Background: an optimization exercise with open tools, aiming at small area, a short achievable clock period and few clock cycles per item. Do not read the settings as production practice. The RTL was checked by simulation tests, not by an equivalence proof against the original design. Power figures rest on the tool's default switching activity, not on a simulated workload.

==> run A: inputs <==
Design fir_top, start of the top module:
module fir_top (
    input         clk,
    input         rst,
    input         coef_we,
    input  [2:0]  coef_addr,
    input  [15:0] coef_data,
    input         x_valid,
    output        x_ready,
    input  [15:0] x_in,
    output        y_valid,
    output [31:0] y
);
==> flow/config.mk <==
export PLATFORM = sky130hd
export DESIGN_NAME = fir_top
export DESIGN_NICKNAME = fir_top
export VERILOG_FILES = /design/flow/design.v
export SDC_FILE = /design/flow/constraint.sdc
export NUM_CORES = 4
export LEC_CHECK = 0
export CAP_MARGIN = 20
export CORE_MARGIN = 2
export CORE_UTILIZATION = 40
export SLEW_MARGIN = 20
export SYNTH_HIERARCHICAL = 1
export SYNTH_MINIMUM_KEEP_SIZE = 0
==> flow/constraint.sdc <==
create_clock -name core_clock -period 33.0 [get_ports {clk}]
set_input_delay 6.6000 -clock core_clock [delete_from_list [all_inputs] [get_ports {clk}]]
set_output_delay 6.6000 -clock core_clock [all_outputs]
set_load 0.01 [all_outputs]
standard.sh (not shown) runs the stock make flow with config.mk's settings and CLKGATE_MAP_FILE= SYNTH_SCRIPT=/design/flow/synth_recipe.tcl, a recipe that flattens the netlist after the stock synthesis.
==> flow/flow/run.sh <==
#!/bin/bash
set -euo pipefail
MARGIN=${REPAIR_MARGIN:-25}
bash standard.sh \
  "BUFFER_PORTS_ARGS=-buffer_cell sky130_fd_sc_hd__buf_2" \
  "SETUP_SLACK_MARGIN=$MARGIN" \
  finish > standard_flow.log 2>&1
==> run R (differences from run A) <==
==> flow/run.sh (new file) <==
#!/bin/bash
# synth_recipe.tcl (not shown) runs the flow's synth.tcl, then flattens the netlist and writes it again
# the make line also repeats each setting of config.mk as NAME=value (left out here)
make -C /OpenROAD-flow-scripts/flow DESIGN_CONFIG=/design/flow/config.mk WORK_HOME=/design/flow/orfs CLKGATE_MAP_FILE= SYNTH_SCRIPT=/design/flow/synth_recipe.tcl finish
removed: flow/flow/run.sh
removed: flow/standard.sh
==> key figures <==
Run status
  – Status: finished clean

GRT
  – Met3 GRT Util: 0.0983
  – Largest net degree at the start of global routing: 49

STA
  – Clock Skew: 34.6 ps

Critical path
  – Worst EP required: 33160 ps
  – Crit path from: coef_we

Clock tree
  – Clk slew on worst S/H paths: 90 ps

Final layout
  – Final nets: 4735
  – Final instance area: 0.0414 mm2
  – Leading cell types in the layout, fill and taps excluded: nand2_1, fa_1, buf_4, dfxtp_1, inv_1
  – Clock buffers: 17

Power
  – PwrDens: 15.1 mW/mm2
  – Seq group: 273 uW

Worst hold path
  – WHS Endpoint: x2[8]
The numbers above come from run R.

==> key figures <==
Critical path
  – Crit path from: h0[9]
  – Worst EP required: 33430 ps

STA
  – Clock Skew: 30.0 ps

GRT
  – Met3 GRT Util: 0.101
  – Largest net degree at the start of global routing: 70

Power
  – PwrDens: 15.2 mW/mm2
  – Seq group: 277 uW

Final layout
  – Clock buffers: 18
  – Final instance area: 0.0411 mm2
  – Leading cell types in the layout, fill and taps excluded: nand2_1, fa_1, buf_4, dfxtp_1, inv_1
  – Final nets: 4727

Run status
  – Status: finished clean
The numbers above come from run A.

Testbench counts of run A, summed over its fixed seeds: cycles 8,256, items 8,192.
Testbench counts of run R, summed over its fixed seeds: cycles 8,256, items 8,192.

==> job 8334 <==
Another version of the RTL of fir_top (not shown whole).
==> flow/config.mk <==
export PLATFORM = sky130hd
export DESIGN_NAME = fir_top
export DESIGN_NICKNAME = fir_top
export VERILOG_FILES = /design/flow/design.v
export SDC_FILE = /design/flow/constraint.sdc
export NUM_CORES = 4
export LEC_CHECK = 0
export CAP_MARGIN = 20
export CORE_MARGIN = 2
export CORE_UTILIZATION = 40
export SLEW_MARGIN = 20
export SYNTH_HIERARCHICAL = 1
export SYNTH_MINIMUM_KEEP_SIZE = 0
==> flow/constraint.sdc <==
create_clock -name core_clock -period 33.0 [get_ports {clk}]
set_input_delay 6.6000 -clock core_clock [delete_from_list [all_inputs] [get_ports {clk}]]
set_output_delay 6.6000 -clock core_clock [all_outputs]
set_load 0.01 [all_outputs]
==> flow/flow/run.sh <==
#!/bin/bash
# Standard layout (the standard.sh, unchanged synthesis), with these
# changes to how it is made:
#  - ports are buffered with buf_2 instead of the default port buffer cell;
#  - global routing leaves more of met1 free (flow/fastroute.tcl);
#  - clock tree synthesis as ORFS runs it, but without dummy loads.
# Each tool's output is in orfs/logs/; make's own output is in
# standard_flow.log.
set -euo pipefail
MARGIN=25.4
bash standard.sh \
  "BUFFER_PORTS_ARGS=-buffer_cell sky130_fd_sc_hd__buf_2" \
  "SETUP_SLACK_MARGIN=$MARGIN" \
  "SKIP_GATE_CLONING=1" \
  "FASTROUTE_TCL=$PWD/flow/fastroute.tcl" \
  "CTS_ARGS=-sink_clustering_enable -repair_clock_nets -dont_use_dummy_load" \
  finish > standard_flow.log 2>&1
==> flow/flow/fastroute.tcl <==
# Global routing setup: as the platform's fastroute.tcl, but met1 keeps
# more of its capacity free (the cell pins crowd it), so global routes
# move up to met2/met3 and the detailed router has fewer met1 conflicts.
set_global_routing_layer_adjustment met1 0.5
set_global_routing_layer_adjustment met2-met5 0.2

set_routing_layers -clock met3-met5
set_routing_layers -signal met1-met5
==> job 1938: changes against job 8334 <==
--- a/flow/config.mk
+++ b/flow/config.mk
@@ -7,6 +7,6 @@
 export LEC_CHECK = 0
-export CAP_MARGIN = 20
+export CAP_MARGIN = 10
 export CORE_MARGIN = 2
 export CORE_UTILIZATION = 40
-export SLEW_MARGIN = 20
+export SLEW_MARGIN = 10
 export SYNTH_HIERARCHICAL = 1
==> comparison <==
In synthesized cell count, job 1938 and job 8334 do not differ.
Wire length is about the same in job 1938 and job 8334.
In job 1938 the register-to-register slack is worse than in job 8334, by 40 ps.
Via count: job 1938 is larger than job 8334 (about 0.43%).
Core utilization is about the same in job 1938 and job 8334.
In non-clock buffer count, job 8334 and job 1938 do not differ.
Setup slack: job 8334 is worse than job 1938 (4.1 ps).
In maximum frequency, job 8334 and job 1938 hardly differ.
Job 8334 completed with no timing, DRC or antenna violations. Job 1938 completed without violations.
Between job 1938 and job 8334, the lower clock-buffer cell count is in job 8334 (gap 1).
==> figures <==
item                                                       job 1938         job 8334
Switching portion of total power                              47.2%            47.1%
Combined area of the multi-input logic cells            0.0245 mm^2      0.0245 mm^2
Vias per Instance                                              7.78             7.74
Result of the run                                    finished clean   finished clean
Half-perimeter wire length after detailed placement       130000 um        130000 um
Wire length of the first global-routing pass              230000 um        230000 um
Number of buffers created by CTS                                 39               38
Layout area overhead                                          11.2%            11.2%
Mean routed wirelength per cell                             47.1 um          47.1 um
Met1 wire length                                           53300 um         52600 um
Wire length after detailed routing                        167000 um        167000 um
Layout cell share with drive strength beyond 1                15.6%            15.6%
Clk latency of the worst-skew pair                           580 ps           590 ps
Crit path launch                                     y_r[0]$_DFF_P_  y_r[31]$_DFF_P_
Clock buf count                                                  39               38
Worst setup timing slack at the placement stage            25320 ps         25330 ps
Final clock skew                                            44.1 ps          38.7 ps
Slack of the critical path                                 25370 ps         25370 ps
Number of antenna diodes                                          2                3
Testbench counts of job 8334, summed over its fixed seeds: cycles 8,256, items 8,192.
Testbench counts of job 1938, summed over its fixed seeds: cycles 8,256, items 8,192.

-- separate check: timing with driven ports --
No port has a modelled driver above. Below, the same layouts with a new extraction and two added sets of constraints.
Step 1 (the two cells are an assumption about what drives the block):
set clk [get_ports {clk}]
set_driving_cell -lib_cell sky130_fd_sc_hd__clkbuf_16 $clk
set_driving_cell -lib_cell sky130_fd_sc_hd__buf_2 [delete_from_list [all_inputs] $clk]
Step 2 also shifts input and output timing later by t, the mid clock arrival at the registers, as if the neighbouring blocks saw the same clock.
Slacks: ideal / step 1 / step 2; pairs: ideal / step 1.
run	t, ns	setup WS [ns]	latest minus earliest clock arrival (ns)	pins driven straight from the clock port
run A	0.587	25.207 / 25.207 / 24.764	0.030 / 0.030	1
run R	0.593	24.553 / 24.601 / 24.008	0.035 / 0.035	1
job 8334	0.637	25.366 / 25.301 / 25.601	0.049 / 0.049	1
job 1938	0.640	25.370 / 25.296 / 25.562	0.053 / 0.054	1
After both steps setup and hold are still met in every run listed. For run R, which loses most, drivers alone change the setup slack by +0.048 ns; drivers and shift together by -0.545 ns.
